Background: an optimization exercise with open tools, aiming at small area. Do not read the settings as production practice. The RTL was checked by simulation tests, not by an equivalence proof against the original design. Power and IR drop assume default switching activity.

### design/flow/standard.sh
#!/bin/bash
# synth_recipe.tcl (not shown) runs the flow's synth.tcl, then flattens the netlist and writes it again
# the make line also repeats each setting of config.mk as NAME=value (left out here)
make -C /OpenROAD-flow-scripts/flow DESIGN_CONFIG=/design/flow/config.mk WORK_HOME=/design/flow/orfs CLKGATE_MAP_FILE= SYNTH_SCRIPT=/design/flow/synth_recipe.tcl "${@:-finish}"
### design/flow/design.v
`timescale 1ns / 1ps
`timescale 1ns / 1ps
`timescale 1ns / 1ps
module fa(input a, b, c, output s, co);
    assign {co, s} = a + b + c;
endmodule
module ha(input a, b, output s, co);
    assign {co, s} = a + b;
endmodule
module aoi222(input a, b, c, d, e, f, output y);
    assign y = ~((a & b) | (c & d) | (e & f));
endmodule
module nand5(input a, b, c, d, e, output y);
    assign y = ~(a & b & c & d & e);
endmodule
module rdbit(input [14:0] d, input [14:0] s, output y);
    wire [4:0] n;
    genvar i;
    generate for (i = 0; i < 5; i = i + 1) begin : g
        aoi222 u(.a(d[3*i]), .b(s[3*i]), .c(d[3*i+1]), .d(s[3*i+1]), .e(d[3*i+2]), .f(s[3*i+2]), .y(n[i]));
    end endgenerate
    nand5 u5(.a(n[0]), .b(n[1]), .c(n[2]), .d(n[3]), .e(n[4]), .y(y));
endmodule
module mx2n(input a, b, s, output y);
    assign y = ~(s ? b : a);
endmodule
module nr2(input a, b, output y);
    assign y = ~(a | b);
endmodule
module nd2(input a, b, output y);
    assign y = ~(a & b);
endmodule
module shr32(input [31:0] xn, input [4:0] n, output [31:0] y);
    wire [31:0] s [0:5];
    wire [4:0] nn = ~n;
    assign s[0] = xn;
    genvar k, i;
    generate for (k = 0; k < 5; k = k + 1) begin : st
        for (i = 0; i < 32; i = i + 1) begin : b
            if (i + (1 << k) < 32) begin : m
                mx2n u(.a(s[k][i]), .b(s[k][i + (1 << k)]), .s(n[k]), .y(s[k+1][i]));
            end else if (k % 2 == 0) begin : z0
                nr2 u(.a(s[k][i]), .b(n[k]), .y(s[k+1][i]));
            end else begin : z1
                nd2 u(.a(s[k][i]), .b(nn[k]), .y(s[k+1][i]));
            end
        end
    end endgenerate
    assign y = s[5];
endmodule
module wd5(input [4:0] d, input [4:0] s, output y);
    assign y = |(d & s);
endmodule
module benc(input b2, b1, b0, output one, two, neg);
    assign one = b1 ^ b0;
    assign two = (b2 & ~b1 & ~b0) | (~b2 & b1 & b0);
    assign neg = b2 & ~(b1 & b0);
endmodule
module bpp(input q1, q0, one, two, output p);
    assign p = (one & q1) | (two & q0);
endmodule
module xor2(input a, b, output y);
    assign y = a ^ b;
endmodule
module add32(input [31:0] a, input [31:0] b, input ci, output [31:0] s, output co,
             output [31:0] g, output [31:0] t);
    assign g = a & b;
    assign t = a | b;
    wire [8:0] c;
    assign c[0] = ci;
    genvar k, i;
    generate for (k = 0; k < 8; k = k + 1) begin : blk
        wire [4:0] rc;
        assign rc[0] = c[k];
        for (i = 0; i < 4; i = i + 1) begin : bt
            fa u(.a(a[4*k+i]), .b(b[4*k+i]), .c(rc[i]), .s(s[4*k+i]), .co(rc[i+1]));
        end
        wire [3:0] gg = g[4*k +: 4];
        wire [3:0] tt = t[4*k +: 4];
        wire G = gg[3] | (tt[3] & gg[2]) | (tt[3] & tt[2] & gg[1]) | (tt[3] & tt[2] & tt[1] & gg[0]);
        wire T = &tt;
        assign c[k+1] = G | (T & c[k]);
    end endgenerate
    assign co = c[8];
endmodule
module add32n(input [31:0] a, input [31:0] b, output [31:0] s);
    wire [31:0] g = a & b;
    wire [31:0] t = a | b;
    wire [8:0] c;
    assign c[0] = 1'b0;
    genvar k, i;
    generate for (k = 0; k < 8; k = k + 1) begin : blk
        wire [4:0] rc;
        assign rc[0] = c[k];
        for (i = 0; i < 4; i = i + 1) begin : bt
            fa u(.a(a[4*k+i]), .b(b[4*k+i]), .c(rc[i]), .s(s[4*k+i]), .co(rc[i+1]));
        end
        wire [3:0] gg = g[4*k +: 4];
        wire [3:0] tt = t[4*k +: 4];
        wire G = gg[3] | (tt[3] & gg[2]) | (tt[3] & tt[2] & gg[1]) | (tt[3] & tt[2] & tt[1] & gg[0]);
        wire T = &tt;
        assign c[k+1] = G | (T & c[k]);
    end endgenerate
endmodule
module darkriscv
(
    input             CLK,    
    input             RES,    
    input             HLT,    
    input      [31:0] INSTR_DATA,  
    output     [31:0] INSTR_ADDR,  
    input      [31:0] DATA_INPUT,  
    output     [31:0] DATA_OUTPUT,  
    output     [31:0] DATA_ADDR,  
    output     [ 3:0] BYTE_EN,    
    output            WR_EN,     
    output            RD_EN,     
    output [3:0]  DEBUG
);
    reg [31:7] IR;       
    reg [6:2]  OPC;      
    reg        OPV;      
    always @(posedge CLK)
        if (!HLT) begin
            IR  <= INSTR_DATA[31:7];
            OPC <= INSTR_DATA[6:2];
            OPV <= &INSTR_DATA[1:0];
        end
    reg [1:0]  FLUSH;    
    reg [31:0] NXPC2;    
    wire RUN = ~|FLUSH;
    wire IS_LUI   = OPV && OPC == 5'b01101;
    wire IS_AUIPC = OPV && OPC == 5'b00101;
    wire IS_JAL   = OPV && OPC == 5'b11011;
    wire IS_JALR  = OPV && OPC == 5'b11001;
    wire IS_BCC   = OPV && OPC == 5'b11000;
    wire IS_LCC   = OPV && OPC == 5'b00000;
    wire IS_SCC   = OPV && OPC == 5'b01000;
    wire IS_MCC   = OPV && OPC == 5'b00100;
    wire IS_RCC   = OPV && OPC == 5'b01100;
    wire IS_MAC   = OPV && OPC == 5'b11111;
    wire [2:0] FCT3  = IR[14:12];
    wire       F7B5  = IR[30];
    wire [3:0] DPTR  = IR[10:7];
    wire [3:0] S1PTR = IR[18:15];
    wire [3:0] S2PTR = IR[23:20];
    wire [31:0] IMM =
        IS_SCC ? { {20{IR[31]}}, IR[31:25], IR[11:7] } :
        IS_BCC ? { {20{IR[31]}}, IR[7], IR[30:25], IR[11:8], 1'b0 } :
        IS_JAL ? { {12{IR[31]}}, IR[19:12], IR[20], IR[30:21], 1'b0 } :
        (IS_LUI || IS_AUIPC) ? { IR[31:12], 12'd0 } :
                 { {20{IR[31]}}, IR[31:20] };
    reg [31:0] RG [1:15];
    reg [14:0] SEL1, SEL2, SELD;
    integer r;
    always @* begin
        for (r = 1; r < 16; r = r + 1) begin
            SEL1[r-1] = S1PTR == r;
            SEL2[r-1] = S2PTR == r;
            SELD[r-1] = DPTR == r;
        end
    end
    wire [14:0] SEL1H = IS_MAC ? SELD : SEL1;
    wire [31:0] U1REG, U2REG;
    wire [15:0] UDLO;
    genvar b, k;
    generate for (b = 0; b < 32; b = b + 1) begin : rd
        wire [14:0] col;
        for (k = 1; k < 16; k = k + 1) begin : c
            assign col[k-1] = RG[k][b];
        end
        rdbit r1(.d(col), .s(b < 16 ? SEL1 : SEL1H), .y(U1REG[b]));
        rdbit r2(.d(col), .s(SEL2), .y(U2REG[b]));
        if (b < 16) begin : lo
            rdbit r3(.d(col), .s(SELD), .y(UDLO[b]));
        end
    end endgenerate
    wire [31:0] PC = NXPC2 - 32'd8;
    wire [31:0] MS, MC;
    mac16 mac(.a(U1REG[15:0]), .b(U2REG[15:0]), .c({U1REG[31:16], UDLO}), .S(MS), .C(MC));
    wire LINK = IS_JAL || IS_JALR;
    wire [31:0] BX = IS_MCC ? { {20{IR[31] & (FCT3 != 3)}}, IR[31:20] } : U2REG;
    wire SUB = !IS_MAC && !LINK && (IS_BCC || FCT3 == 2 || FCT3 == 3 || (IS_RCC && FCT3 == 0 && F7B5));
    wire [31:0] AA = IS_MAC ? MS : LINK ? PC : U1REG;
    wire [31:0] AB = IS_MAC ? MC : LINK ? 32'd4 : (BX ^ {32{SUB}});
    wire [31:0] ADD, AG, AT;
    wire        ACO;
    add32 alu(.a(AA), .b(AB), .ci(SUB), .s(ADD), .co(ACO), .g(AG), .t(AT));
    wire LTU = ~ACO;
    wire LTS = (U1REG[31] ^ BX[31]) ? U1REG[31] : ADD[31];
    wire EQ  = ~|ADD;
    wire [31:0] LOGIC = FCT3[0] ? AG : FCT3[1] ? AT : (AT & ~AG);
    function [31:0] rev(input [31:0] x);
        integer q;
        for (q = 0; q < 32; q = q + 1) rev[q] = x[31-q];
    endfunction
    wire        ALUOP = IS_MCC || IS_RCC;
    wire        SLL = ALUOP && FCT3 == 1;
    wire        LB  = IS_LCC && FCT3[1:0] == 2'b00;    
    wire        LH  = IS_LCC && FCT3[1:0] == 2'b01;    
    wire [1:0]  BA  = ASUM[1:0];
    wire        SB  = IS_SCC && FCT3 == 0;             
    wire        SH  = IS_SCC && FCT3 == 1;             
    wire        BSH = LB || SB;                        
    wire        HSH = LH || SH;                        
    wire [31:0] SHI = IS_LCC ? DATA_INPUT : SLL ? rev(U1REG) : IS_SCC ? rev(U2REG) : U1REG;
    wire [4:0]  SHN = (IS_LCC || IS_SCC) ? { (BSH || HSH) && BA[1], BSH && BA[0], 3'd0 } : BX[4:0];
    wire [31:0] SHO;
    shr32 shifter(.xn(~SHI), .n(SHN), .y(SHO));
    wire        LSGN = !FCT3[2] && (LB ? SHO[7] : SHO[15]);
    wire [31:0] SHL = { (LB || LH) ? {16{LSGN}} : SHO[31:16],
                        LB ? {8{LSGN}} : SHO[15:8],
                        SHO[7:0] };
    wire BTAKEN = FCT3 == 4 ? LTS :
                  FCT3 == 5 ? ~LTS :
                  FCT3 == 6 ? LTU :
                  FCT3 == 7 ? ~LTU :
                  FCT3 == 0 ? EQ :
                  FCT3 == 1 ? ~EQ : 1'b0;
    wire JREQ = RUN && (IS_JAL || IS_JALR || (IS_BCC && BTAKEN));
    wire [31:0] ABASE = (IS_JAL || IS_BCC || IS_AUIPC) ? PC : IS_LUI ? 32'd0 : U1REG;
    wire [31:0] ASUM;
    add32n aadd(.a(ABASE), .b(IMM), .s(ASUM));
    wire WRITE = RUN && (IS_AUIPC || IS_JAL || IS_JALR || IS_LUI || IS_LCC || IS_MCC || IS_RCC || IS_MAC);
    wire [4:0] WSEL = { !RES && (IS_AUIPC || IS_LUI), !RES && SLL, !RES && (IS_LCC || (ALUOP && FCT3 == 5)),
                        !RES && ALUOP && (FCT3 == 4 || FCT3[2:1] == 2'b11), !RES && (IS_MAC || LINK || (ALUOP && FCT3 == 0)) };
    wire WSLT = !RES && ALUOP && FCT3[2:1] == 2'b01;
    wire [31:0] SLLO = rev(SHO);
    wire [31:0] INC4; wire [32:2] icy;
    assign icy[2] = 1'b1;
    assign INC4[1:0] = NXPC2[1:0];
    genvar ic;
    generate for (ic = 2; ic < 32; ic = ic + 1) begin : incm
        ha u(.a(NXPC2[ic]), .b(icy[ic]), .s(INC4[ic]), .co(icy[ic+1]));
    end endgenerate
    wire [31:0] WDATA;
    genvar w;
    generate for (w = 0; w < 32; w = w + 1) begin : wm
        if (w == 0) begin : b0
            assign WDATA[0] = |({ASUM[0], SLLO[0], SHL[0], LOGIC[0], ADD[0]} & WSEL) | (WSLT && (FCT3[0] ? LTU : LTS));
        end else begin : bn
            wd5 u(.d({ASUM[w], SLLO[w], SHL[w], LOGIC[w], ADD[w]}), .s(WSEL), .y(WDATA[w]));
        end
    end endgenerate
    wire [31:0] WD = WDATA;
    always @(posedge CLK) begin
        FLUSH <= RES ? 2 : HLT ? FLUSH : FLUSH ? FLUSH - 1 : JREQ ? 2 : 0;
        NXPC2 <= RES ? 0 : HLT ? NXPC2 : JREQ ? ASUM : INC4;
    end
    integer i;
    always @(posedge CLK)
        for (i = 1; i < 16; i = i + 1)
            if (RES || (!HLT && WRITE && SELD[i-1]))
                RG[i] <= (i == 2) ? (WD | {18'd0, RES, 13'd0}) : WD;
    assign DATA_ADDR = ASUM;
    assign DATA_OUTPUT = rev(SHO);
    assign RD_EN = RUN && IS_LCC;
    assign WR_EN = RUN && IS_SCC;
    assign BYTE_EN = FCT3 == 0 || FCT3 == 4 ? ( BA == 3 ? 4'b1000 :
                                                BA == 2 ? 4'b0100 :
                                                BA == 1 ? 4'b0010 :
                                                          4'b0001 ) :
                     FCT3 == 1 || FCT3 == 5 ? ( BA[1] ? 4'b1100 : 4'b0011 ) :
                                              4'b1111;
    assign INSTR_ADDR = NXPC2;
    assign DEBUG = { RES, |FLUSH, WR_EN, RD_EN };
endmodule
module mac16(input [15:0] a, input [15:0] b, input [31:0] c, output [31:0] S, output [31:0] C);
  wire [16:-1] x = {a[15], a, 1'b0};
  wire [16:-1] y = {b, 1'b0};
  wire one0, two0, neg0;
  benc e0(.b2(b[1]), .b1(b[0]), .b0(1'b0), .one(one0), .two(two0), .neg(neg0));
  wire [16:0] p0;
  wire [16:-1] q0;
  assign q0[-1] = neg0;
  assign q0[16] = q0[15];
  genvar j0;
  generate for (j0 = 0; j0 < 16; j0 = j0 + 1) begin : x0
    xor2 s(.a(x[j0]), .b(neg0), .y(q0[j0]));
  end endgenerate
  generate for (j0 = 0; j0 < 17; j0 = j0 + 1) begin : g0
    bpp s(.q1(q0[j0]), .q0(q0[j0-1]), .one(one0), .two(two0), .p(p0[j0]));
  end endgenerate
  wire one1, two1, neg1;
  benc e1(.b2(b[3]), .b1(b[2]), .b0(b[1]), .one(one1), .two(two1), .neg(neg1));
  wire [16:0] p1;
  wire [16:-1] q1;
  assign q1[-1] = neg1;
  assign q1[16] = q1[15];
  genvar j1;
  generate for (j1 = 0; j1 < 16; j1 = j1 + 1) begin : x1
    xor2 s(.a(x[j1]), .b(neg1), .y(q1[j1]));
  end endgenerate
  generate for (j1 = 0; j1 < 17; j1 = j1 + 1) begin : g1
    bpp s(.q1(q1[j1]), .q0(q1[j1-1]), .one(one1), .two(two1), .p(p1[j1]));
  end endgenerate
  wire one2, two2, neg2;
  benc e2(.b2(b[5]), .b1(b[4]), .b0(b[3]), .one(one2), .two(two2), .neg(neg2));
  wire [16:0] p2;
  wire [16:-1] q2;
  assign q2[-1] = neg2;
  assign q2[16] = q2[15];
  genvar j2;
  generate for (j2 = 0; j2 < 16; j2 = j2 + 1) begin : x2
    xor2 s(.a(x[j2]), .b(neg2), .y(q2[j2]));
  end endgenerate
  generate for (j2 = 0; j2 < 17; j2 = j2 + 1) begin : g2
    bpp s(.q1(q2[j2]), .q0(q2[j2-1]), .one(one2), .two(two2), .p(p2[j2]));
  end endgenerate
  wire one3, two3, neg3;
  benc e3(.b2(b[7]), .b1(b[6]), .b0(b[5]), .one(one3), .two(two3), .neg(neg3));
  wire [16:0] p3;
  wire [16:-1] q3;
  assign q3[-1] = neg3;
  assign q3[16] = q3[15];
  genvar j3;
  generate for (j3 = 0; j3 < 16; j3 = j3 + 1) begin : x3
    xor2 s(.a(x[j3]), .b(neg3), .y(q3[j3]));
  end endgenerate
  generate for (j3 = 0; j3 < 17; j3 = j3 + 1) begin : g3
    bpp s(.q1(q3[j3]), .q0(q3[j3-1]), .one(one3), .two(two3), .p(p3[j3]));
  end endgenerate
  wire one4, two4, neg4;
  benc e4(.b2(b[9]), .b1(b[8]), .b0(b[7]), .one(one4), .two(two4), .neg(neg4));
  wire [16:0] p4;
  wire [16:-1] q4;
  assign q4[-1] = neg4;
  assign q4[16] = q4[15];
  genvar j4;
  generate for (j4 = 0; j4 < 16; j4 = j4 + 1) begin : x4
    xor2 s(.a(x[j4]), .b(neg4), .y(q4[j4]));
  end endgenerate
  generate for (j4 = 0; j4 < 17; j4 = j4 + 1) begin : g4
    bpp s(.q1(q4[j4]), .q0(q4[j4-1]), .one(one4), .two(two4), .p(p4[j4]));
  end endgenerate
  wire one5, two5, neg5;
  benc e5(.b2(b[11]), .b1(b[10]), .b0(b[9]), .one(one5), .two(two5), .neg(neg5));
  wire [16:0] p5;
  wire [16:-1] q5;
  assign q5[-1] = neg5;
  assign q5[16] = q5[15];
  genvar j5;
  generate for (j5 = 0; j5 < 16; j5 = j5 + 1) begin : x5
    xor2 s(.a(x[j5]), .b(neg5), .y(q5[j5]));
  end endgenerate
  generate for (j5 = 0; j5 < 17; j5 = j5 + 1) begin : g5
    bpp s(.q1(q5[j5]), .q0(q5[j5-1]), .one(one5), .two(two5), .p(p5[j5]));
  end endgenerate
  wire one6, two6, neg6;
  benc e6(.b2(b[13]), .b1(b[12]), .b0(b[11]), .one(one6), .two(two6), .neg(neg6));
  wire [16:0] p6;
  wire [16:-1] q6;
  assign q6[-1] = neg6;
  assign q6[16] = q6[15];
  genvar j6;
  generate for (j6 = 0; j6 < 16; j6 = j6 + 1) begin : x6
    xor2 s(.a(x[j6]), .b(neg6), .y(q6[j6]));
  end endgenerate
  generate for (j6 = 0; j6 < 17; j6 = j6 + 1) begin : g6
    bpp s(.q1(q6[j6]), .q0(q6[j6-1]), .one(one6), .two(two6), .p(p6[j6]));
  end endgenerate
  wire one7, two7, neg7;
  benc e7(.b2(b[15]), .b1(b[14]), .b0(b[13]), .one(one7), .two(two7), .neg(neg7));
  wire [16:0] p7;
  wire [16:-1] q7;
  assign q7[-1] = neg7;
  assign q7[16] = q7[15];
  genvar j7;
  generate for (j7 = 0; j7 < 16; j7 = j7 + 1) begin : x7
    xor2 s(.a(x[j7]), .b(neg7), .y(q7[j7]));
  end endgenerate
  generate for (j7 = 0; j7 < 17; j7 = j7 + 1) begin : g7
    bpp s(.q1(q7[j7]), .q0(q7[j7-1]), .one(one7), .two(two7), .p(p7[j7]));
  end endgenerate
  wire t1, t2; ha ut1(.a(p0[14]), .b(p1[12]), .s(t1), .co(t2));
  wire t3, t4; ha ut3(.a(p0[15]), .b(p1[13]), .s(t3), .co(t4));
  wire t5, t6; ha ut5(.a(p0[16]), .b(p1[14]), .s(t5), .co(t6));
  wire t7, t8; ha ut7(.a(p0[16]), .b(p1[15]), .s(t7), .co(t8));
  wire t9, t10; ha ut9(.a(~p0[16]), .b(~p1[16]), .s(t9), .co(t10));
  wire t11, t12; ha ut11(.a(p0[8]), .b(p1[6]), .s(t11), .co(t12));
  wire t13, t14; ha ut13(.a(p0[9]), .b(p1[7]), .s(t13), .co(t14));
  wire t15, t16; fa ut15(.a(p0[10]), .b(p1[8]), .c(p2[6]), .s(t15), .co(t16));
  wire t17, t18; ha ut17(.a(p3[4]), .b(p4[2]), .s(t17), .co(t18));
  wire t19, t20; fa ut19(.a(p0[11]), .b(p1[9]), .c(p2[7]), .s(t19), .co(t20));
  wire t21, t22; ha ut21(.a(p3[5]), .b(p4[3]), .s(t21), .co(t22));
  wire t23, t24; fa ut23(.a(p0[12]), .b(p1[10]), .c(p2[8]), .s(t23), .co(t24));
  wire t25, t26; fa ut25(.a(p3[6]), .b(p4[4]), .c(p5[2]), .s(t25), .co(t26));
  wire t27, t28; ha ut27(.a(p6[0]), .b(neg6), .s(t27), .co(t28));
  wire t29, t30; fa ut29(.a(p0[13]), .b(p1[11]), .c(p2[9]), .s(t29), .co(t30));
  wire t31, t32; fa ut31(.a(p3[7]), .b(p4[5]), .c(p5[3]), .s(t31), .co(t32));
  wire t33, t34; ha ut33(.a(p6[1]), .b(c[13]), .s(t33), .co(t34));
  wire t35, t36; fa ut35(.a(t1), .b(p2[10]), .c(p3[8]), .s(t35), .co(t36));
  wire t37, t38; fa ut37(.a(p4[6]), .b(p5[4]), .c(p6[2]), .s(t37), .co(t38));
  wire t39, t40; fa ut39(.a(p7[0]), .b(neg7), .c(c[14]), .s(t39), .co(t40));
  wire t41, t42; fa ut41(.a(t3), .b(p2[11]), .c(p3[9]), .s(t41), .co(t42));
  wire t43, t44; fa ut43(.a(p4[7]), .b(p5[5]), .c(p6[3]), .s(t43), .co(t44));
  wire t45, t46; fa ut45(.a(p7[1]), .b(c[15]), .c(t2), .s(t45), .co(t46));
  wire t47, t48; fa ut47(.a(t5), .b(p2[12]), .c(p3[10]), .s(t47), .co(t48));
  wire t49, t50; fa ut49(.a(p4[8]), .b(p5[6]), .c(p6[4]), .s(t49), .co(t50));
  wire t51, t52; fa ut51(.a(p7[2]), .b(c[16]), .c(t4), .s(t51), .co(t52));
  wire t53, t54; fa ut53(.a(t7), .b(p2[13]), .c(p3[11]), .s(t53), .co(t54));
  wire t55, t56; fa ut55(.a(p4[9]), .b(p5[7]), .c(p6[5]), .s(t55), .co(t56));
  wire t57, t58; fa ut57(.a(p7[3]), .b(c[17]), .c(t6), .s(t57), .co(t58));
  wire t59, t60; fa ut59(.a(t9), .b(p2[14]), .c(p3[12]), .s(t59), .co(t60));
  wire t61, t62; fa ut61(.a(p4[10]), .b(p5[8]), .c(p6[6]), .s(t61), .co(t62));
  wire t63, t64; fa ut63(.a(p7[4]), .b(c[18]), .c(t8), .s(t63), .co(t64));
  wire t65, t66; fa ut65(.a(p3[13]), .b(p4[11]), .c(p5[9]), .s(t65), .co(t66));
  wire t67, t68; fa ut67(.a(p6[7]), .b(p7[5]), .c(c[19]), .s(t67), .co(t68));
  wire t69, t70; ha ut69(.a(~p2[15]), .b(t10), .s(t69), .co(t70));
  wire t71, t72; fa ut71(.a(~p2[16]), .b(p3[14]), .c(p4[12]), .s(t71), .co(t72));
  wire t73, t74; fa ut73(.a(p5[10]), .b(p6[8]), .c(p7[6]), .s(t73), .co(t74));
  wire t75, t76; ha ut75(.a(c[20]), .b(p2[15]), .s(t75), .co(t76));
  wire t77, t78; fa ut77(.a(p4[13]), .b(p5[11]), .c(p6[9]), .s(t77), .co(t78));
  wire t79, t80; ha ut79(.a(p7[7]), .b(c[21]), .s(t79), .co(t80));
  wire t81, t82; fa ut81(.a(~p3[16]), .b(p4[14]), .c(p5[12]), .s(t81), .co(t82));
  wire t83, t84; ha ut83(.a(p6[10]), .b(p7[8]), .s(t83), .co(t84));
  wire t85, t86; ha ut85(.a(p5[13]), .b(p6[11]), .s(t85), .co(t86));
  wire t87, t88; ha ut87(.a(~p4[16]), .b(p5[14]), .s(t87), .co(t88));
  wire t89, t90; ha ut89(.a(p0[4]), .b(p1[2]), .s(t89), .co(t90));
  wire t91, t92; ha ut91(.a(p0[5]), .b(p1[3]), .s(t91), .co(t92));
  wire t93, t94; fa ut93(.a(p0[6]), .b(p1[4]), .c(p2[2]), .s(t93), .co(t94));
  wire t95, t96; ha ut95(.a(p3[0]), .b(neg3), .s(t95), .co(t96));
  wire t97, t98; fa ut97(.a(p0[7]), .b(p1[5]), .c(p2[3]), .s(t97), .co(t98));
  wire t99, t100; ha ut99(.a(p3[1]), .b(c[7]), .s(t99), .co(t100));
  wire t101, t102; fa ut101(.a(t11), .b(p2[4]), .c(p3[2]), .s(t101), .co(t102));
  wire t103, t104; fa ut103(.a(p4[0]), .b(neg4), .c(c[8]), .s(t103), .co(t104));
  wire t105, t106; fa ut105(.a(t13), .b(p2[5]), .c(p3[3]), .s(t105), .co(t106));
  wire t107, t108; fa ut107(.a(p4[1]), .b(c[9]), .c(t12), .s(t107), .co(t108));
  wire t109, t110; fa ut109(.a(t15), .b(t17), .c(p5[0]), .s(t109), .co(t110));
  wire t111, t112; fa ut111(.a(neg5), .b(c[10]), .c(t14), .s(t111), .co(t112));
  wire t113, t114; fa ut113(.a(t19), .b(t21), .c(p5[1]), .s(t113), .co(t114));
  wire t115, t116; fa ut115(.a(c[11]), .b(t16), .c(t18), .s(t115), .co(t116));
  wire t117, t118; fa ut117(.a(t23), .b(t25), .c(t27), .s(t117), .co(t118));
  wire t119, t120; fa ut119(.a(c[12]), .b(t20), .c(t22), .s(t119), .co(t120));
  wire t121, t122; fa ut121(.a(t29), .b(t31), .c(t33), .s(t121), .co(t122));
  wire t123, t124; fa ut123(.a(t24), .b(t26), .c(t28), .s(t123), .co(t124));
  wire t125, t126; fa ut125(.a(t35), .b(t37), .c(t39), .s(t125), .co(t126));
  wire t127, t128; fa ut127(.a(t30), .b(t32), .c(t34), .s(t127), .co(t128));
  wire t129, t130; fa ut129(.a(t41), .b(t43), .c(t45), .s(t129), .co(t130));
  wire t131, t132; fa ut131(.a(t36), .b(t38), .c(t40), .s(t131), .co(t132));
  wire t133, t134; fa ut133(.a(t47), .b(t49), .c(t51), .s(t133), .co(t134));
  wire t135, t136; fa ut135(.a(t42), .b(t44), .c(t46), .s(t135), .co(t136));
  wire t137, t138; fa ut137(.a(t53), .b(t55), .c(t57), .s(t137), .co(t138));
  wire t139, t140; fa ut139(.a(t48), .b(t50), .c(t52), .s(t139), .co(t140));
  wire t141, t142; fa ut141(.a(t59), .b(t61), .c(t63), .s(t141), .co(t142));
  wire t143, t144; fa ut143(.a(t54), .b(t56), .c(t58), .s(t143), .co(t144));
  wire t145, t146; fa ut145(.a(t65), .b(t67), .c(t69), .s(t145), .co(t146));
  wire t147, t148; fa ut147(.a(t60), .b(t62), .c(t64), .s(t147), .co(t148));
  wire t149, t150; fa ut149(.a(t71), .b(t73), .c(t75), .s(t149), .co(t150));
  wire t151, t152; fa ut151(.a(t66), .b(t68), .c(t70), .s(t151), .co(t152));
  wire t153, t154; fa ut153(.a(t77), .b(t79), .c(~p3[15]), .s(t153), .co(t154));
  wire t155, t156; fa ut155(.a(t72), .b(t74), .c(t76), .s(t155), .co(t156));
  wire t157, t158; fa ut157(.a(t81), .b(t83), .c(c[22]), .s(t157), .co(t158));
  wire t159, t160; fa ut159(.a(p3[15]), .b(t78), .c(t80), .s(t159), .co(t160));
  wire t161, t162; fa ut161(.a(t85), .b(p7[9]), .c(c[23]), .s(t161), .co(t162));
  wire t163, t164; fa ut163(.a(~p4[15]), .b(t82), .c(t84), .s(t163), .co(t164));
  wire t165, t166; fa ut165(.a(t87), .b(p6[12]), .c(p7[10]), .s(t165), .co(t166));
  wire t167, t168; fa ut167(.a(c[24]), .b(p4[15]), .c(t86), .s(t167), .co(t168));
  wire t169, t170; fa ut169(.a(p6[13]), .b(p7[11]), .c(c[25]), .s(t169), .co(t170));
  wire t171, t172; ha ut171(.a(~p5[15]), .b(t88), .s(t171), .co(t172));
  wire t173, t174; fa ut173(.a(~p5[16]), .b(p6[14]), .c(p7[12]), .s(t173), .co(t174));
  wire t175, t176; ha ut175(.a(c[26]), .b(p5[15]), .s(t175), .co(t176));
  wire t177, t178; ha ut177(.a(p7[13]), .b(c[27]), .s(t177), .co(t178));
  wire t179, t180; ha ut179(.a(~p6[16]), .b(p7[14]), .s(t179), .co(t180));
  wire t181, t182; ha ut181(.a(p0[2]), .b(p1[0]), .s(t181), .co(t182));
  wire t183, t184; ha ut183(.a(p0[3]), .b(p1[1]), .s(t183), .co(t184));
  wire t185, t186; fa ut185(.a(t89), .b(p2[0]), .c(neg2), .s(t185), .co(t186));
  wire t187, t188; fa ut187(.a(t91), .b(p2[1]), .c(c[5]), .s(t187), .co(t188));
  wire t189, t190; fa ut189(.a(t93), .b(t95), .c(c[6]), .s(t189), .co(t190));
  wire t191, t192; fa ut191(.a(t97), .b(t99), .c(t94), .s(t191), .co(t192));
  wire t193, t194; fa ut193(.a(t101), .b(t103), .c(t98), .s(t193), .co(t194));
  wire t195, t196; fa ut195(.a(t105), .b(t107), .c(t102), .s(t195), .co(t196));
  wire t197, t198; fa ut197(.a(t109), .b(t111), .c(t106), .s(t197), .co(t198));
  wire t199, t200; fa ut199(.a(t113), .b(t115), .c(t110), .s(t199), .co(t200));
  wire t201, t202; fa ut201(.a(t117), .b(t119), .c(t114), .s(t201), .co(t202));
  wire t203, t204; fa ut203(.a(t121), .b(t123), .c(t118), .s(t203), .co(t204));
  wire t205, t206; fa ut205(.a(t125), .b(t127), .c(t122), .s(t205), .co(t206));
  wire t207, t208; fa ut207(.a(t129), .b(t131), .c(t126), .s(t207), .co(t208));
  wire t209, t210; fa ut209(.a(t133), .b(t135), .c(t130), .s(t209), .co(t210));
  wire t211, t212; fa ut211(.a(t137), .b(t139), .c(t134), .s(t211), .co(t212));
  wire t213, t214; fa ut213(.a(t141), .b(t143), .c(t138), .s(t213), .co(t214));
  wire t215, t216; fa ut215(.a(t145), .b(t147), .c(t142), .s(t215), .co(t216));
  wire t217, t218; fa ut217(.a(t149), .b(t151), .c(t146), .s(t217), .co(t218));
  wire t219, t220; fa ut219(.a(t153), .b(t155), .c(t150), .s(t219), .co(t220));
  wire t221, t222; fa ut221(.a(t157), .b(t159), .c(t154), .s(t221), .co(t222));
  wire t223, t224; fa ut223(.a(t161), .b(t163), .c(t158), .s(t223), .co(t224));
  wire t225, t226; fa ut225(.a(t165), .b(t167), .c(t162), .s(t225), .co(t226));
  wire t227, t228; fa ut227(.a(t169), .b(t171), .c(t166), .s(t227), .co(t228));
  wire t229, t230; fa ut229(.a(t173), .b(t175), .c(t170), .s(t229), .co(t230));
  wire t231, t232; fa ut231(.a(t177), .b(~p6[15]), .c(t174), .s(t231), .co(t232));
  wire t233, t234; fa ut233(.a(t179), .b(c[28]), .c(p6[15]), .s(t233), .co(t234));
  wire t235, t236; ha ut235(.a(c[29]), .b(~p7[15]), .s(t235), .co(t236));
  wire t237, t238; ha ut237(.a(~p7[16]), .b(c[30]), .s(t237), .co(t238));
  wire t239, t240; ha ut239(.a(p0[0]), .b(neg0), .s(t239), .co(t240));
  wire t241, t242; ha ut241(.a(p0[1]), .b(c[1]), .s(t241), .co(t242));
  wire t243, t244; fa ut243(.a(t181), .b(neg1), .c(c[2]), .s(t243), .co(t244));
  wire t245, t246; fa ut245(.a(t183), .b(c[3]), .c(t182), .s(t245), .co(t246));
  wire t247, t248; fa ut247(.a(t185), .b(c[4]), .c(t184), .s(t247), .co(t248));
  wire t249, t250; fa ut249(.a(t187), .b(t90), .c(t186), .s(t249), .co(t250));
  wire t251, t252; fa ut251(.a(t189), .b(t92), .c(t188), .s(t251), .co(t252));
  wire t253, t254; fa ut253(.a(t191), .b(t96), .c(t190), .s(t253), .co(t254));
  wire t255, t256; fa ut255(.a(t193), .b(t100), .c(t192), .s(t255), .co(t256));
  wire t257, t258; fa ut257(.a(t195), .b(t104), .c(t194), .s(t257), .co(t258));
  wire t259, t260; fa ut259(.a(t197), .b(t108), .c(t196), .s(t259), .co(t260));
  wire t261, t262; fa ut261(.a(t199), .b(t112), .c(t198), .s(t261), .co(t262));
  wire t263, t264; fa ut263(.a(t201), .b(t116), .c(t200), .s(t263), .co(t264));
  wire t265, t266; fa ut265(.a(t203), .b(t120), .c(t202), .s(t265), .co(t266));
  wire t267, t268; fa ut267(.a(t205), .b(t124), .c(t204), .s(t267), .co(t268));
  wire t269, t270; fa ut269(.a(t207), .b(t128), .c(t206), .s(t269), .co(t270));
  wire t271, t272; fa ut271(.a(t209), .b(t132), .c(t208), .s(t271), .co(t272));
  wire t273, t274; fa ut273(.a(t211), .b(t136), .c(t210), .s(t273), .co(t274));
  wire t275, t276; fa ut275(.a(t213), .b(t140), .c(t212), .s(t275), .co(t276));
  wire t277, t278; fa ut277(.a(t215), .b(t144), .c(t214), .s(t277), .co(t278));
  wire t279, t280; fa ut279(.a(t217), .b(t148), .c(t216), .s(t279), .co(t280));
  wire t281, t282; fa ut281(.a(t219), .b(t152), .c(t218), .s(t281), .co(t282));
  wire t283, t284; fa ut283(.a(t221), .b(t156), .c(t220), .s(t283), .co(t284));
  wire t285, t286; fa ut285(.a(t223), .b(t160), .c(t222), .s(t285), .co(t286));
  wire t287, t288; fa ut287(.a(t225), .b(t164), .c(t224), .s(t287), .co(t288));
  wire t289, t290; fa ut289(.a(t227), .b(t168), .c(t226), .s(t289), .co(t290));
  wire t291, t292; fa ut291(.a(t229), .b(t172), .c(t228), .s(t291), .co(t292));
  wire t293, t294; fa ut293(.a(t231), .b(t176), .c(t230), .s(t293), .co(t294));
  wire t295, t296; fa ut295(.a(t233), .b(t178), .c(t232), .s(t295), .co(t296));
  wire t297, t298; fa ut297(.a(t235), .b(t180), .c(t234), .s(t297), .co(t298));
  wire t299, t300; fa ut299(.a(t237), .b(p7[15]), .c(t236), .s(t299), .co(t300));
  wire t301, t302; ha ut301(.a(~c[31]), .b(t238), .s(t301), .co(t302));
  assign S[0] = t239;
  assign C[0] = c[0];
  assign S[1] = t241;
  assign C[1] = t240;
  assign S[2] = t243;
  assign C[2] = t242;
  assign S[3] = t245;
  assign C[3] = t244;
  assign S[4] = t247;
  assign C[4] = t246;
  assign S[5] = t249;
  assign C[5] = t248;
  assign S[6] = t251;
  assign C[6] = t250;
  assign S[7] = t253;
  assign C[7] = t252;
  assign S[8] = t255;
  assign C[8] = t254;
  assign S[9] = t257;
  assign C[9] = t256;
  assign S[10] = t259;
  assign C[10] = t258;
  assign S[11] = t261;
  assign C[11] = t260;
  assign S[12] = t263;
  assign C[12] = t262;
  assign S[13] = t265;
  assign C[13] = t264;
  assign S[14] = t267;
  assign C[14] = t266;
  assign S[15] = t269;
  assign C[15] = t268;
  assign S[16] = t271;
  assign C[16] = t270;
  assign S[17] = t273;
  assign C[17] = t272;
  assign S[18] = t275;
  assign C[18] = t274;
  assign S[19] = t277;
  assign C[19] = t276;
  assign S[20] = t279;
  assign C[20] = t278;
  assign S[21] = t281;
  assign C[21] = t280;
  assign S[22] = t283;
  assign C[22] = t282;
  assign S[23] = t285;
  assign C[23] = t284;
  assign S[24] = t287;
  assign C[24] = t286;
  assign S[25] = t289;
  assign C[25] = t288;
  assign S[26] = t291;
  assign C[26] = t290;
  assign S[27] = t293;
  assign C[27] = t292;
  assign S[28] = t295;
  assign C[28] = t294;
  assign S[29] = t297;
  assign C[29] = t296;
  assign S[30] = t299;
  assign C[30] = t298;
  assign S[31] = t301;
  assign C[31] = t300;
endmodule
### design/flow/constraint.sdc
create_clock -name core_clock -period 12.0 [get_ports {CLK}]
set_input_delay 2.4000 -clock core_clock [delete_from_list [all_inputs] [get_ports {CLK}]]
set_output_delay 2.4000 -clock core_clock [all_outputs]
set_load 0.01 [all_outputs]
### design/flow/config.mk
export PLATFORM = sky130hd
export DESIGN_NAME = darkriscv
export DESIGN_NICKNAME = darkriscv
export VERILOG_FILES = /design/flow/design.v
export SDC_FILE = /design/flow/constraint.sdc
export NUM_CORES = 4
export LEC_CHECK = 0
export CAP_MARGIN = 20
export CORE_MARGIN = 2
export CORE_UTILIZATION = 60
export SETUP_SLACK_MARGIN = 0.1
export SLEW_MARGIN = 20
export SYNTH_HIERARCHICAL = 1
### design/flow/flow/run.sh
#!/bin/bash
# Own layout flow: the standard ORFS layout (standard.sh, with its
# synthesis unchanged) with two changes.
#  - The port buffers that global placement inserts are buf_1 cells.
#  - CTS uses clkbuf_8 in clusters of at most 12 sinks within 80 um, and
#    inserts no dummy loads.
# make's full output goes to make.log here; each ORFS step logs to orfs/logs.
set -euo pipefail
WORK=$(pwd)
bash "$WORK/standard.sh" \
    "BUFFER_PORTS_ARGS=-buffer_cell sky130_fd_sc_hd__buf_1" \
    "CTS_ARGS=-sink_clustering_enable -repair_clock_nets -dont_use_dummy_load -buf_list sky130_fd_sc_hd__clkbuf_8 -sink_clustering_size 12 -sink_clustering_max_diameter 80" \
    finish > "$WORK/make.log" 2>&1
==> run summary, run 1 <==
type of the most critical hold path=reg -> reg; worst slew pin tran=1.161 ns; Nets=3829; global-route wire length before repair=232000 microns; DRC=0; family with the most delay on the worst path=adder cells; Worst Hold Endpoint=FLUSH[0]; grt peak-use layer=met2; Arrival @ worst endpoint=12.15 ns; hold depth=2; Synthesis Warnings=9; Gate Count Post-Synth=3281; Post-Syn Area per Cell=11.69 sq um; clk root buf=clkbuf_8; Yosys reg bits=545; worst r2r dst=NXPC2[10]; largest net degree at the start of global routing=74; FF-to-FF path depth=35; H-tree Lvls=2; CTS clk-pin slew, worst paths=0.09 ns; library cells used by synthesis=97; WHS=0.4946 ns; WL/cell=37.62 microns; 1st-iter DRT viols=8776; maxcap violations=0; Worst Path Max Fanout=33; critical path startpoint category=flip-flop; Crit path required time=12.48 ns; critical path class=reg -> reg; DR vias=35250; RR Startpoint=IR[20]; Crit. End Element=flip-flop; Vias/cell=8.090; pre-CTS WS=0.3185 ns; main flop type after synthesis=edfxtp_1; Fin Setup TNS=0 ns; most frequent cells after synthesis=edfxtp_1, a222oi_1, nand2_1; GRT Util Overall=48.28%; Starting Density=60.71%; delay of the slowest cell on the worst path=0.56 ns; pwr dens=206.3 nW/um^2; later-pin clock latency in the skew report=0.72 ns; Leak=16.01 nW; clk_skew=0.1252 ns; DIE AREA=65980 sq um; met2 usage=71.18%; Pwr Total=8.572 mW; Clock Tree Buf Depth=3; CP max-delay cell=fa_1; EDFF count, synth=511; FMAX=0.08575 GHz; # IOs=173; Remaining Overflow, GRT=0; CTS buffer count=53; final-report hold violation count=0; status=finished clean; Mapped Area=38360 sq um; core box area=63200 sq um; hold_sp=FLUSH[1]; Slew Limit Fails=0; Die Span Y=256.9 microns; async set-reset flop share out of synthesis=0%; RD Place Congestion=1.123; final wirelength=163900 microns; most area-consuming cells after synthesis=edfxtp_1, a222oi_1, fa_1; vias in the first global route=33380; most common cell in the netlist=edfxtp_1; setup violation total in the final timing report=0; initial antenna violation count=8; Layout area overhead=8.323%; Rel. slew slack=22.05%; cell taking the most area after synthesis=edfxtp_1; area share of the largest cell type after synthesis=40.00%; Detail Placement HPWL=118500 microns; post-route ant nets=0; Most Frequent Cell on Critical Path=fa_1; row cnt=92; IO buf count=172; met3 GRT Util=16.82%; minimum clock period=11.66 ns; post-synthesis sequential area ratio=41.77%; # clock sinks=545; setup ws final=0.3383 ns; maximum VDD drop=0.1901 mV; crit share post-route=97.18%; FF-to-FF setup slack=0.34 ns; CTS tree=done; RSZ-0062 raised after global routing=no; die width=256.9 microns; 1st-pass router iterations=20; share of post-route cells with drive strength above 1=10.52%; WP buf/inv=4; met1 usage=59.95%
## placed cells by master (no fill, tap or decap), types with 30 or more instances in the layout
cell type | netlist | final
a211oi_1 | 34 | 34
edfxtp_1 | 511 | 511
a21oi_1 | 112 | 110
a222oi_1 | 431 | 431
ha_1 | 71 | 70
and2_1 | 30 | 30
xnor2_1 | 48 | 48
dfxtp_1 | 34 | 34
and3_1 | 86 | 86
nand2_1 | 191 | 190
xor2_1 | 137 | 135
nor2_1 | 144 | 127
buf_4 | 72 | 165
a21o_1 | 56 | 56
o21ai_0 | 133 | 130
mux2i_1 | 174 | 174
a22o_1 | 162 | 162
nand3_1 | 92 | 85
clkbuf_8 | 0 | 53
fa_1 | 183 | 183
inv_1 | 98 | 98
buf_1 | 2 | 171
a22oi_1 | 62 | 62
## modules after synthesis (local to each module, per instance), a selection
module / times used / flops+latches / cell area, sq um / cells inside
bpp: 136 / 0 / 8.758 / 1
aoi222: 400 / 0 / 10.01 / 1
mx2n: 129 / 0 / 10.01 / 1
wd5: 31 / 0 / 21.27 / 3
fa: 183 / 0 / 20.02 / 1
xor2: 128 / 0 / 8.758 / 1
shr32: 1 / 0 / 7.507 / 2
nand5: 80 / 0 / 11.26 / 2
nr2: 21 / 0 / 3.754 / 1
ha: 62 / 0 / 12.51 / 1
mac16: 1 / 0 / 540.5 / 80
darkriscv: 1 / 545 / 22320 / 1602
## tightest hold or removal path, stage by stage (launching register included)
cell     delay [ns]
dfxtp_1        0.34
nand2_1        0.06
a21oi_1        0.05
## power by group
group	internal (mW)	leakage, nW	total [mW]	switching [mW]
clock network	0.390	0.381	0.997	0.607
logic	2.00	10.1	5.22	3.22
registers	2.24	5.53	2.35	0.114
total	4.63	16.0	8.57	3.95
## stage by stage
stage                     instance area (sq um)  cells  util [%]
final                                     41560   4357     65.76
after CTS                                 41320   4340     65.39
after detailed placement                  40590   4287     64.24
after global placement                    40590   4287     64.24
after floorplan                           38370   3283         -
after global routing                      41550   4353     65.74
## kinds of logic (layout without fill, tap and decap cells)
group / Yosys count / in the layout / share of synthesized area [%]
compound gates: 1116 / 1116 / 24.08
simple gates: 709 / 710 / 9.341
flops: 545 / 545 / 41.77
buf+inv: 271 / 493 / 3.464
fa+ha+maj: 262 / 262 / 12.08
mux: 190 / 190 / 5.010
xor+xnor: 185 / 185 / 4.224
other cells: 3 / 10 / 0.02935
## worst max-delay path by stage
stage / cells past startpoint / to / startpoint / slack (ns)
3_3_place_gp: 37 / NXPC2[4] / IR[20] / 0.55
2_1_floorplan: 36 / NXPC2[24] / IR[21] / 0.11
5_1_grt: 36 / NXPC2[10] / IR[20] / 0.08
6_report: 35 / NXPC2[10] / IR[20] / 0.34
3_5_place_dp: 36 / NXPC2[4] / IR[20] / 0.32
4_1_cts: 37 / NXPC2[10] / IR[20] / 0.23
## per-layer routing
layer / vias up / wire length (microns)
met1: 16930 / 54010
met3: 840 / 25980
met2: 3488 / 68970
met4: 4 / 14940
met5: - / 31
li1: 13980 / -
## state kept, by name (all words and copies together), names as in the netlist
register / flops
FLUSH: 2
OPC: 5
IR: 25
NXPC2: 32
OPV: 1
RG: 480
## layout make-up
class                           count  area [sq um]
Timing Repair Buffer              342          1977
Inverter                           98         367.9
Clock buffer                       53         729.5
Tap cell                          846          1059
Fill cell                        4787         21640
Multi-Input combinational cell   2468         21390
Sequential cell                   545         16030
Antenna cell                        5         12.51
## timing repair
item	CTS	global route
hold buffers	0	0
endpoints found under the setup margin	0	48
gates resized for setup	0	25
setup buffers	0	10
==> inputs of run 2 (changes only) <==
--- a/design/flow/design.v
+++ b/design/flow/design.v
@@ -65,5 +65,7 @@
 module add32(input [31:0] a, input [31:0] b, input ci, output [31:0] s, output co,
-             output [31:0] g, output [31:0] t);
-    assign g = a & b;
-    assign t = a | b;
+             output [31:0] gn, output [31:0] tn);
+    wire [31:0] g = a & b;
+    wire [31:0] t = a | b;
+    assign gn = ~(a & b);
+    assign tn = ~(a | b);
     wire [8:0] c;
@@ -187,3 +189,6 @@
     wire        ACO;
-    add32 alu(.a(AA), .b(AB), .ci(SUB), .s(ADD), .co(ACO), .g(AG), .t(AT));
+    wire [31:0] AGN, ATN;
+    add32 alu(.a(AA), .b(AB), .ci(SUB), .s(ADD), .co(ACO), .gn(AGN), .tn(ATN));
+    assign AG = ~AGN;
+    assign AT = ~ATN;
     wire LTU = ~ACO;
==> run 2 against run 1 <==
  * Clock skew is 0.034 ns lower
  * Sequential power about the same
  * Power up 1.7%
  * Synthesized cell count down 2.5%
  * Still clean on timing, DRC and antenna
  * Global-route usage rose by 0.46 points
  * Via count rose by 0.28%
  * Flip-flop and latch count did not move
  * Synthesized area down 0.38%
  * Setup slack got worse by 0.036 ns
  * Sequential share of layout area about the same
  * Non-clock buffer count grew 19
  * Critical path depth is 1 higher
==> run summary, run 2 <==
DR vias=35350 (+0.28%); Gate power share=61.7% (+0.8 points); vias in the first global route=33440 (+0.18%); pre-CTS WS=0.5165 ns (+0.1980 ns); row cnt=92 (unchanged); most common cell after layout, fill and taps aside=edfxtp_1; main flop type after synthesis=edfxtp_1; maxcap violations=0 (unchanged); Synth Area in XOR/XNOR=4.263% (+0.039 points); most common cell in the netlist=edfxtp_1; CTS clk-pin slew, worst paths=0.08 ns (about the same); Arrival @ worst endpoint=12.29 ns (+0.14 ns); library cells used by synthesis=86 (-11%); worst slew pin tran=1.372 ns (+0.2114 ns); critical path class=reg -> reg; Detail Placement HPWL=119700 microns (+0.96%); Post-Syn Area per Cell=11.95 sq um (+2.2%); setup ws final=0.3025 ns (-0.03579 ns); Finished Cell Area=41610 sq um (+0.13%); Nets=3770 (-1.5%); largest net degree at the start of global routing=67 (-9.5%); status=finished clean; post-synthesis sequential area ratio=41.93% (+0.16 points); CTS tree=done; area share of the largest cell type after synthesis=40.15% (+0.15 points); crit share post-route=97.48% (+0.30 points); maximum VDD drop=0.2189 mV (+15%); Fin Setup TNS=0 ns (unchanged); top flop regs=RG x480, NXPC2 x32, IR x25; Clock power frac=11.3% (-0.3 points); Most Frequent Cell on Critical Path=fa_1; Layout area overhead=8.875%; Leak=16.04 nW (+0.16%); max reg flops=480 (unchanged); setup violation total in the final timing report=0 (unchanged); GRT Util Overall=48.75% (+0.46 points); initial antenna violation count=13 (+5); internal power=4.656 mW (+0.65%); Crit. End Element=flip-flop; critical path startpoint category=flip-flop; H-tree Lvls=2 (unchanged); FMAX=0.08549 GHz (-0.31%); adder-cell share of the synthesized area=12.12% (+0.043 points); Reg with most FFs=RG; IO buf count=172 (unchanged); global-route wire length before repair=234400 microns (+1.0%); final wirelength=164500 microns (+0.33%); DRC=0 (unchanged); area fraction in compound gates after synthesis=24.33% (+0.25 points); Post-CTS Hold Buffers=0 (unchanged); Vias/cell=8.211 (+1.5%); type of the most critical hold path=reg -> reg; async set-reset flop share out of synthesis=0% (unchanged); final-report hold violation count=0 (unchanged); # IOs=173 (unchanged); RSZ-0062 raised after global routing=no; mux cell area share after synthesis=5.942% (+0.93 points); Switching Fraction=46.60% (+0.57 points); WHS=0.4932 ns (-0.001415 ns); # clock sinks=545 (unchanged); P_sw=4.063 mW (+3.0%); core box area=63080 sq um (-0.18%); later-pin clock latency in the skew report=0.70 ns (-0.02 ns); 1st-pass router iterations=17 (-15%); DIE AREA=65730 sq um (-0.37%); Rel. slew slack=7.849% (-14 points); Remaining Overflow, GRT=0 (unchanged); RD Place Congestion=1.152 (+2.6%); CTS buffer count=52 (-1.9%); Crit path required time=12.59 ns (+0.11 ns); share of post-route cells with drive strength above 1=11.20% (+0.67 points); 1st-iter DRT viols=8810 (+0.39%); Synthesis Warnings=9 (unchanged); Slew Limit Fails=0 (unchanged); Mapped Area=38220 sq um (-0.38%); EDFF count, synth=511 (unchanged); most frequent cells after synthesis=edfxtp_1, a222oi_1, mux2i_1; die width=256.4 microns (-0.19%); delay of the slowest cell on the worst path=0.58 ns (+0.02 ns); Cell Area, Placed=40630 sq um (about the same); post-route ant nets=0 (unchanged); Die Span Y=256.4 microns (-0.19%); Starting Density=60.59% (-0.12 points); Worst Path Max Fanout=33 (unchanged); clk_skew=0.09096 ns (-0.03421 ns); Yosys reg bits=545 (unchanged); most area-consuming cells after synthesis=edfxtp_1, a222oi_1, fa_1; Gate Count Post-Synth=3198 (-2.5%); cell taking the most area after synthesis=edfxtp_1; clk root buf=clkbuf_8; Pwr Total=8.720 mW (+1.7%); FILL cells=4856 (+1.4%); largest family of logic cells by synthesized area=compound AO/OA/AOI/OAI gates; pwr dens=209.6 nW/um^2 (+1.6%); simple-gate share of the synthesized area=8.404% (-0.94 points); commonest cells after routing, fill and taps aside=edfxtp_1, a222oi_1, mux2i_1, buf_4, fa_1; sequential fraction of design power=27.0% (-0.5 points); CP max-delay cell=edfxtp_1; minimum clock period=11.70 ns (+0.03579 ns); WL/cell=38.20 microns (+1.5%); Clock Tree Buf Depth=3 (unchanged)
run 2: final cells by class:
cell class	count	area (sq um)	area share (%)
Multi-Input combinational cell	2431	21460	51.58
Sequential cell	545	16030	38.51
Timing Repair Buffer	361	2101	5.049
Tap cell	846	1059	2.544
Clock buffer	52	715.7	1.720
Inverter	58	217.7	0.5232
Antenna cell	12	30.03	0.07217
run 2: critical path, delay by kind of cell, from the launching register on:
family                     cells  cell delay, ns
adders and majority gates      9            4.09
AOI/OAI and AO/OA             12            3.04
and+or+nand+nor               11            2.74
buffers and inverters          3            0.78
DFF                            1            0.58
xor gates and xnor gates       1            0.28
run 2: final timing paths:
path,slack [ns],startpoint,depth (start not counted),to
setup reg to reg,0.30,IR[22],36,NXPC2[2]
setup / recovery,0.30,IR[22],36,NXPC2[2]
hold reg to reg,0.49,FLUSH[1],2,FLUSH[0]
hold / removal,0.49,FLUSH[1],2,FLUSH[0]
run 2: metrics by stage:
| stage | cells | util (%) |
|---|---|---|
| 6_report | 4305 | 65.96 |
| 5_1_grt | 4294 | 65.92 |
| 4_1_cts | 4277 | 65.54 |
| 3_5_place_dp | 4225 | 64.41 |
| 3_3_place_gp | 4225 | 64.41 |
| 2_1_floorplan | 3200 | - |
run 2: repair_timing:
item                                    CTS  global route
setup buffers                             0            15
endpoints found under the hold margin     0             0
endpoints found under the setup margin    0            48
gates resized for setup                   0            26
run 2: metal layers:
layer  track usage (%)  up-vias  wire, microns
met1             59.54    16790          53160
li1                  -    13890              -
met5            0.4386        -            106
met2             71.81     3743          69050
met3             17.75      919          26430
met4             34.38       14          15720
run 2: per-module statistics from Yosys (local to each module, per instance), a selection:
module,flip-flops and latches,copies in the design,cells inside
xor2,0,128,1
fa,0,183,1
nand5,0,80,2
ha,0,62,1
wd5,0,31,3
shr32,0,1,2
add32n,0,1,86
nr2,0,21,1
nd2,0,10,1
aoi222,0,400,1
bpp,0,136,1
add32,0,1,147
mac16,0,1,80
run 2: power by group through the flow:
stage                     Combinational, mW  Clock [mW]  Sequential, mW
after floorplan                        4.31           0            2.34
after global placement                 5.03           0            2.38
after detailed placement               5.14           0            2.39
after CTS                              5.16       0.974            2.35
after global routing                   5.72        1.04            2.36
final                                  5.38       0.985            2.35
run 2: logic make-up after synthesis:
logic type / count (synthesis)
AO/OA/AOI/OAI: 1090
AND/OR/NAND/NOR: 662
flip-flops: 545
adder cells (fa/ha/maj): 262
multiplexers: 225
buffers and inverters: 225
XOR/XNOR: 186
other: 3

==> what the ideal ports hide <==
How much do the figures lean on ideal ports? The routed layouts below were timed once more, with nothing changed but the port constraints. Step 1 sets driving cells, clkbuf_16 on the clock port and buf_2 on the other inputs (assumed; they add their load-dependent delay and slew). Step 2, shift: input delay + t, output delay - t, t = (earliest + latest rising clock arrival at the registers) / 2. This alone moves slack from input paths to output paths. a / b / c = no drivers / after step 1 / after step 2; a / b = the first two.
run	t, ns	setup slack, ns	worst setup path after step 2	worst register clock-pin slew, ns	pins driven straight from the clock port
run 1	0.730	0.338 / 0.338 / 0.338	register to register	0.10 / 0.10	1
run 2	0.722	0.303 / 0.303 / 0.303	register to register	0.10 / 0.10	1
After both steps setup and hold are still met in every run listed.
